Source: an optimization exercise on an open RTL-to-GDS flow (aim: small area). Production flows keep margins and buffers that such runs may drop. Where RTL was checked, it was by simulation tests only, not by an equivalence proof against the original. No driver is modelled on the clock port, so clock power and skew are understated where the tree is cut down; a real chip needs a root buffer or a tree.

==> zinc: inputs <==
==> flow/design.v (excerpt) <==
module frequence_divider(input iClk, input rst, output reg oClk);
==> module frequence_divider, before the edit <==
module frequence_divider(input iClk, input rst, output reg oClk);
	localparam [24:0] T = 25'h170b9c5;
	reg  [24:0] s;
	wire [24:0] d;
	wire rstn, x, tcn, oclk_x;
	fd_inv   u_rstn (.a(rst), .y(rstn));
	fd_nor2  u_d1 (.a(rst), .b(s[0]), .y(d[1]));
	fd_nand2 u_d2 (.a(rstn), .b(s[1]), .y(d[2]));
	fd_nor2  u_d3 (.a(rst), .b(s[2]), .y(d[3]));
	fd_nor2  u_d4 (.a(rst), .b(s[3]), .y(d[4]));
	fd_nor2  u_d5 (.a(rst), .b(s[4]), .y(d[5]));
	fd_nand2 u_d6 (.a(rstn), .b(s[5]), .y(d[6]));
	fd_nand2 u_d7 (.a(rstn), .b(s[6]), .y(d[7]));
	fd_nand2 u_d8 (.a(rstn), .b(s[7]), .y(d[8]));
	fd_nor2  u_d9 (.a(rst), .b(s[8]), .y(d[9]));
	fd_nor2  u_d10 (.a(rst), .b(s[9]), .y(d[10]));
	fd_nand2 u_d11 (.a(rstn), .b(s[10]), .y(d[11]));
	fd_nand2 u_d12 (.a(rstn), .b(s[11]), .y(d[12]));
	fd_nand2 u_d13 (.a(rstn), .b(s[12]), .y(d[13]));
	fd_nor2  u_d14 (.a(rst), .b(s[13]), .y(d[14]));
	fd_nand2 u_d15 (.a(rstn), .b(s[14]), .y(d[15]));
	fd_nor2  u_d16 (.a(rst), .b(s[15]), .y(d[16]));
	fd_nor2  u_d17 (.a(rst), .b(s[16]), .y(d[17]));
	fd_nor2  u_d18 (.a(rst), .b(s[17]), .y(d[18]));
	fd_nor2  u_d19 (.a(rst), .b(s[18]), .y(d[19]));
	fd_nand2 u_d20 (.a(rstn), .b(s[19]), .y(d[20]));
	fd_nand2 u_d21 (.a(rstn), .b(s[20]), .y(d[21]));
	fd_nand2 u_d22 (.a(rstn), .b(s[21]), .y(d[22]));
	fd_nor2  u_d23 (.a(rst), .b(s[22]), .y(d[23]));
	fd_nand2 u_d24 (.a(rstn), .b(s[23]), .y(d[24]));
	fd_xnor2 u_fb (.a(s[24]), .b(s[6]), .y(x));
	fd_nand3 u_d0 (.a(rstn), .b(tcn), .c(x), .y(d[0]));
	wire [5:0] m;
	fd_nand4 u_m0 (.a(s[0]), .b(d[2]), .c(s[2]), .d(d[4]), .y(m[0]));
	fd_nand4 u_m1 (.a(d[5]), .b(d[6]), .c(s[6]), .d(s[7]), .y(m[1]));
	fd_nand4 u_m2 (.a(s[8]), .b(d[11]), .c(s[11]), .d(s[12]), .y(m[2]));
	fd_nand4 u_m3 (.a(s[13]), .b(d[15]), .c(d[17]), .d(d[18]), .y(m[3]));
	fd_nand4 u_m4 (.a(d[20]), .b(s[20]), .c(s[21]), .d(s[22]), .y(m[4]));
	fd_nand2 u_m5 (.a(d[24]), .b(s[24]), .y(m[5]));
	wire g0, g1;
	fd_nor4  u_g0 (.a(m[0]), .b(m[1]), .c(m[2]), .d(m[3]), .y(g0));
	fd_nor2  u_g1 (.a(m[4]), .b(m[5]), .y(g1));
	fd_nand2 u_tc (.a(g0), .b(g1), .y(tcn));
	wire oclk_d;
	fd_xor2  u_ox (.a(oClk), .b(tcn), .y(oclk_x));
	fd_nor2  u_od (.a(rst), .b(oclk_x), .y(oclk_d));
	always @(posedge iClk) begin
		s    <= d;
		oClk <= oclk_d;
	end
endmodule
==> module fd_inv, before the edit <==
module fd_inv(input a, output y);
	assign y = ~a;
endmodule
==> module fd_nand2, before the edit <==
module fd_nand2(input a, b, output y);
	assign y = ~(a & b);
endmodule
==> module fd_nor2, before the edit <==
module fd_nor2(input a, b, output y);
	assign y = ~(a | b);
endmodule
==> module fd_nand3, before the edit <==
module fd_nand3(input a, b, c, output y);
	assign y = ~(a & b & c);
endmodule
==> module fd_nor3, before the edit <==
module fd_nor3(input a, b, c, output y);
	assign y = ~(a | b | c);
endmodule
==> module fd_nand4, before the edit <==
module fd_nand4(input a, b, c, d, output y);
	assign y = ~(a & b & c & d);
endmodule
==> module fd_nor4, before the edit <==
module fd_nor4(input a, b, c, d, output y);
	assign y = ~(a | b | c | d);
endmodule
==> module fd_xor2, before the edit <==
module fd_xor2(input a, b, output y);
	assign y = a ^ b;
endmodule
==> module fd_xnor2, before the edit <==
module fd_xnor2(input a, b, output y);
	assign y = ~(a ^ b);
endmodule
clock: 20.0 ns
lec_check: 0
cap_margin: 20
core_margin: 2
core_utilization: 40
cts_buf_list: sky130_fd_sc_hd__clkbuf_8
slew_margin: 20
synth_hierarchical: 1
run.sh (not shown) runs the stock make flow with config.mk's settings and CLKGATE_MAP_FILE= SYNTH_SCRIPT=/design/flow/synth_recipe.tcl, a recipe that flattens the netlist after the stock synthesis.
==> maple: changes against zinc <==
==> flow/design.v (replaced) <==
module frequence_divider(input iClk, input rst, output reg oClk);
	integer count;
	parameter RATE =  50000000 ;
	always @(posedge iClk)
		begin 
			if(rst)
				begin
					count = 0;
					oClk = 0;
				end
			else
				begin
					if(count < RATE/2)
						oClk = 1;
					else
						oClk = 0;
					count = (count + 1) % RATE;
				end
		end 
endmodule 
Settings changed: SYNTH_HIERARCHICAL 1 to not set.
==> onyx: changes against zinc <==
--- a/flow/design.v
+++ b/flow/design.v
@@ -37,8 +37,9 @@
 	fd_nand4 u_m3 (.a(s[13]), .b(d[15]), .c(d[17]), .d(d[18]), .y(m[3]));
-	fd_nand4 u_m4 (.a(d[20]), .b(s[20]), .c(s[21]), .d(s[22]), .y(m[4]));
-	fd_nand2 u_m5 (.a(d[24]), .b(s[24]), .y(m[5]));
-	wire g0, g1;
-	fd_nor4  u_g0 (.a(m[0]), .b(m[1]), .c(m[2]), .d(m[3]), .y(g0));
-	fd_nor2  u_g1 (.a(m[4]), .b(m[5]), .y(g1));
-	fd_nand2 u_tc (.a(g0), .b(g1), .y(tcn));
+	fd_nand3 u_m4 (.a(d[20]), .b(s[20]), .c(s[21]), .y(m[4]));
+	fd_nand3 u_m5 (.a(s[22]), .b(d[24]), .c(s[24]), .y(m[5]));
+	wire g0, g1, g2;
+	fd_nor2  u_g0 (.a(m[0]), .b(m[1]), .y(g0));
+	fd_nor2  u_g1 (.a(m[2]), .b(m[3]), .y(g1));
+	fd_nor2  u_g2 (.a(m[4]), .b(m[5]), .y(g2));
+	fd_nand3 u_tc (.a(g0), .b(g1), .c(g2), .y(tcn));
 	wire oclk_d;
==> flow/flow/run.sh (new file) <==
#!/bin/bash
# The standard layout with two changes:
#  - the port buffers are buf_1 cells (BUFFER_PORTS_ARGS);
#  - the clock tree is a one-level tree of clock buffers, each at the centre of its
#    the registers it drives (flow/one_clkbuf.tcl, sourced before CTS).
# Each tool's output goes to standard.log in this folder.
set -euo pipefail
export BUFFER_PORTS_ARGS="-buffer_cell sky130_fd_sc_hd__buf_1"
export PRE_CTS_TCL="$PWD/flow/one_clkbuf.tcl"
export CLKBUF_GROUPS="${CLKBUF_GROUPS:-sky130_fd_sc_hd__clkbuf_1 3 sky130_fd_sc_hd__clkbuf_8 23}"
bash standard.sh > standard.log 2>&1
==> flow/flow/one_clkbuf.tcl (new file) <==
# Sourced by ORFS's cts.tcl before it builds the clock tree. It replaces
# clock_tree_synthesis with a one-level tree: the clock port drives a few
# clock buffers, each driving a group of register clock pins directly.
# CLKBUF_GROUPS lists "cell count" pairs; the last group takes the remaining
# registers. Registers are grouped by x position (left to right) and each
# buffer sits at the centre of its group; cts.tcl's detailed placement
# legalises the buffers.
rename clock_tree_synthesis orfs_clock_tree_synthesis
proc clock_tree_synthesis { args } {
  set block [ord::get_db_block]
  set db [ord::get_db]
  set clk_src [lindex [get_property [lindex [all_clocks] 0] sources] 0]
  set clk_net [$block findNet [get_full_name $clk_src]]
  set sinks {}
  foreach it [$clk_net getITerms] {
    set bb [[$it getInst] getBBox]
    lappend sinks [list [expr { ([$bb xMin] + [$bb xMax]) / 2 }] \
      [expr { ([$bb yMin] + [$bb yMax]) / 2 }] $it]
  }
  set sinks [lsort -integer -index 0 $sinks]
  set groups $::env(CLKBUF_GROUPS)
  set ngroups [expr { [llength $groups] / 2 }]
  set start 0
  for { set g 0 } { $g < $ngroups } { incr g } {
    set cell [lindex $groups [expr { 2 * $g }]]
    set count [lindex $groups [expr { 2 * $g + 1 }]]
    if { $g == $ngroups - 1 } {
      set members [lrange $sinks $start end]
    } else {
      set members [lrange $sinks $start [expr { $start + $count - 1 }]]
    }
    incr start [llength $members]
    set inst [odb::dbInst_create $block [$db findMaster $cell] clkbuf_${g}_iClk]
    set net [odb::dbNet_create $block clknet_${g}_iClk]
    $net setSigType CLOCK
    set sx 0
    set sy 0
    foreach m $members {
      set it [lindex $m 2]
      $it disconnect
      $it connect $net
      set sx [expr { $sx + [lindex $m 0] }]
      set sy [expr { $sy + [lindex $m 1] }]
    }
    set n [llength $members]
    [$inst findITerm A] connect $clk_net
    [$inst findITerm X] connect $net
    $inst setLocation [expr { $sx / $n }] [expr { $sy / $n }]
    $inst setPlacementStatus PLACED
    puts "one_clkbuf: $cell drives $n clock pins"
  }
  global_connect
  set_propagated_clock [all_clocks]
}
==> flow/standard.sh (new file) <==
#!/bin/bash
# synth_recipe.tcl (not shown) runs the flow's synth.tcl, then flattens the netlist and writes it again
# the make line also repeats each setting of config.mk as NAME=value (left out here)
make -C /OpenROAD-flow-scripts/flow DESIGN_CONFIG=/design/flow/config.mk WORK_HOME=/design/flow/orfs CLKGATE_MAP_FILE= SYNTH_SCRIPT=/design/flow/synth_recipe.tcl "${@:-finish}"
Settings changed: CORE_AREA set to 2 2 64 64, CORE_MARGIN 2 to not set, CORE_UTILIZATION 40 to not set, DIE_AREA set to 0 0 66 66, PLACE_DENSITY set to 0.9.
removed: flow/run.sh
==> yarrow: changes against zinc <==
--- a/flow/design.v
+++ b/flow/design.v
@@ -37,8 +37,9 @@
 	fd_nand4 u_m3 (.a(s[13]), .b(d[15]), .c(d[17]), .d(d[18]), .y(m[3]));
-	fd_nand4 u_m4 (.a(d[20]), .b(s[20]), .c(s[21]), .d(s[22]), .y(m[4]));
-	fd_nand2 u_m5 (.a(d[24]), .b(s[24]), .y(m[5]));
-	wire g0, g1;
-	fd_nor4  u_g0 (.a(m[0]), .b(m[1]), .c(m[2]), .d(m[3]), .y(g0));
-	fd_nor2  u_g1 (.a(m[4]), .b(m[5]), .y(g1));
-	fd_nand2 u_tc (.a(g0), .b(g1), .y(tcn));
+	fd_nand3 u_m4 (.a(d[20]), .b(s[20]), .c(s[21]), .y(m[4]));
+	fd_nand3 u_m5 (.a(s[22]), .b(d[24]), .c(s[24]), .y(m[5]));
+	wire g0, g1, g2;
+	fd_nor2  u_g0 (.a(m[0]), .b(m[1]), .y(g0));
+	fd_nor2  u_g1 (.a(m[2]), .b(m[3]), .y(g1));
+	fd_nor2  u_g2 (.a(m[4]), .b(m[5]), .y(g2));
+	fd_nand3 u_tc (.a(g0), .b(g1), .c(g2), .y(tcn));
 	wire oclk_d;
==> flow/flow/run.sh (new file) <==
#!/bin/bash
# The standard layout with two changes:
#  - the port buffers are buf_1 cells (BUFFER_PORTS_ARGS);
#  - the clock tree is a single clock buffer placed at the centre of the
#    registers (flow/one_clkbuf.tcl, sourced before CTS).
# Each tool's output goes to standard.log in this folder.
set -euo pipefail
export BUFFER_PORTS_ARGS="-buffer_cell sky130_fd_sc_hd__buf_1"
export PRE_CTS_TCL="$PWD/flow/one_clkbuf.tcl"
export ONE_CLKBUF_CELL="${ONE_CLKBUF_CELL:-sky130_fd_sc_hd__clkbuf_8}"
bash standard.sh > standard.log 2>&1
==> flow/flow/one_clkbuf.tcl (new file) <==
# Sourced by ORFS's cts.tcl before it builds the clock tree. It replaces
# clock_tree_synthesis with a tree of one clock buffer: the clock port drives
# the buffer, the buffer drives every register's clock pin. The buffer sits at
# the centre of the registers; cts.tcl's detailed placement legalises it.
rename clock_tree_synthesis orfs_clock_tree_synthesis
proc clock_tree_synthesis { args } {
  set block [ord::get_db_block]
  set db [ord::get_db]
  set master [$db findMaster $::env(ONE_CLKBUF_CELL)]
  set clk_port [get_ports [get_property [lindex [all_clocks] 0] sources]]
  set clk_net [$block findNet [get_name $clk_port]]
  set sinks [$clk_net getITerms]
  set sx 0
  set sy 0
  foreach it $sinks {
    set bb [[$it getInst] getBBox]
    set sx [expr { $sx + ([$bb xMin] + [$bb xMax]) / 2 }]
    set sy [expr { $sy + ([$bb yMin] + [$bb yMax]) / 2 }]
  }
  set n [llength $sinks]
  set inst [odb::dbInst_create $block $master clkbuf_0_iClk]
  set net [odb::dbNet_create $block clknet_0_iClk]
  $net setSigType CLOCK
  foreach it $sinks {
    $it disconnect
    $it connect $net
  }
  [$inst findITerm A] connect $clk_net
  [$inst findITerm X] connect $net
  $inst setLocation [expr { $sx / $n }] [expr { $sy / $n }]
  $inst setPlacementStatus PLACED
  global_connect
  puts "one_clkbuf: [$master getName] drives $n clock pins"
  set_propagated_clock [all_clocks]
}
==> flow/standard.sh (new file) <==
#!/bin/bash
# synth_recipe.tcl (not shown) runs the flow's synth.tcl, then flattens the netlist and writes it again
# the make line also repeats each setting of config.mk as NAME=value (left out here)
make -C /OpenROAD-flow-scripts/flow DESIGN_CONFIG=/design/flow/config.mk WORK_HOME=/design/flow/orfs CLKGATE_MAP_FILE= SYNTH_SCRIPT=/design/flow/synth_recipe.tcl "${@:-finish}"
removed: flow/run.sh
==> results.sh <==
export IMPL_grt_max_degree=15
export IMPL_use_met1_pct=15.9
export IMPL_drtIter0Drc=7
export IMPL_ir_drop_uv=72.8
export IMPL_bufAreaShareNonClock_pct=2.57
export IMPL_clk_latency_ps=260
export IMPL_fillCellCount=159
export IMPL_clock_path_buffers=2
export IMPL_diodes=0
export IMPL_status="finished clean"
export IMPL_p_per_area_mw_per_mm2=111
The numbers above come from zinc.

==> results.sh <==
export IMPL_status="finished clean"
export IMPL_ir_drop_uv=48.2
export IMPL_dieArea_mm2=0.00436
export IMPL_use_met1_pct=6.21
export IMPL_grt_max_degree=24
export IMPL_finalHoldViolations=0
export IMPL_drtIter0Drc=26
export IMPL_fillCellCount=407
export IMPL_p_per_area_mw_per_mm2=97.9
export IMPL_diodes=0
The numbers above come from onyx.

==> results.sh <==
export IMPL_synth_xor_area_share_pct=2.53
export IMPL_placed_area_um2=721
export IMPL_synthMuxAreaShare_pct=0
export IMPL_die_y_um=45.6
export IMPL_synth_edf_count=0
export IMPL_numPortBuffers=2
export IMPL_firstError="[ERROR STA-0333] object '_c2c61133227f0000_p_Pin' is not a port."
export IMPL_initial_utilization_pct=41.4
export IMPL_synth_ff_type="dfxtp_1"
export IMPL_yosys_register_bits=26
export IMPL_status="stopped before the end"
export IMPL_lastStage="clock tree synthesis"
export IMPL_hpwl_um=612
export IMPL_synth_async_reset_ratio_pct=0
export IMPL_gp_congestion=0.624
export IMPL_synth_area_leaders="dfxtp_1, nor2_1, nand2_1"
export IMPL_syn_nets=67
export IMPL_yosysSeqAreaShare_pct=75.2
export IMPL_yosys_area_top_type="dfxtp_1"
export IMPL_ys_types=8
The numbers above come from yarrow.

==> results.sh <==
export IMPL_status="finished clean"
export IMPL_clk_latency_ps=280
export IMPL_diodes=0
export IMPL_finalMaxSlewViolations=0
export IMPL_wirelength_um=29400
export IMPL_grt_max_degree=50
export IMPL_fillCellCount=2264
export IMPL_ir_drop_uv=25.3
export IMPL_drc_errors=0
export IMPL_p_per_area_mw_per_mm2=18.8
export IMPL_p_sw_w=0.0000556
export IMPL_drtIter0Drc=1018
export IMPL_comb_power_w=0.0000433
export IMPL_rrSetupSlack_ps=6940
export IMPL_use_met1_pct=35.4
The numbers above come from maple.

No functional check of the RTL was part of zinc. The clock cells of onyx come from the design's own scripts or RTL, not from TritonCTS.

-- static timing again, ports no longer ideal --
Ports are ideal in the flow. The routed layouts listed here were re-timed in OpenROAD. Step 1 assumes that a clkbuf_16 drives the clock port and a buf_2 every other input. Step 2 adds t to the input delays and takes it off the output delays; t is the mean of the earliest and latest rising clock arrival at the registers after step 1. Input paths then give back, and output paths get back, about the clock's delay inside the block. Slacks: ideal / step 1 / step 2; pairs: ideal / step 1.
run	shift t [ns]	slack for setup (ns)	slew at the worst register clock pin (ns)
zinc	0.280	14.188 / 14.188 / 13.908	0.08 / 0.08
maple	0.304	6.943 / 6.943 / 6.943	0.07 / 0.07
onyx	0.164	14.584 / 14.588 / 14.424	0.12 / 0.12
After both steps setup and hold are still met in every run listed. For zinc, which loses most, drivers alone change the setup slack by 0.000 ns; drivers and shift together by -0.280 ns.
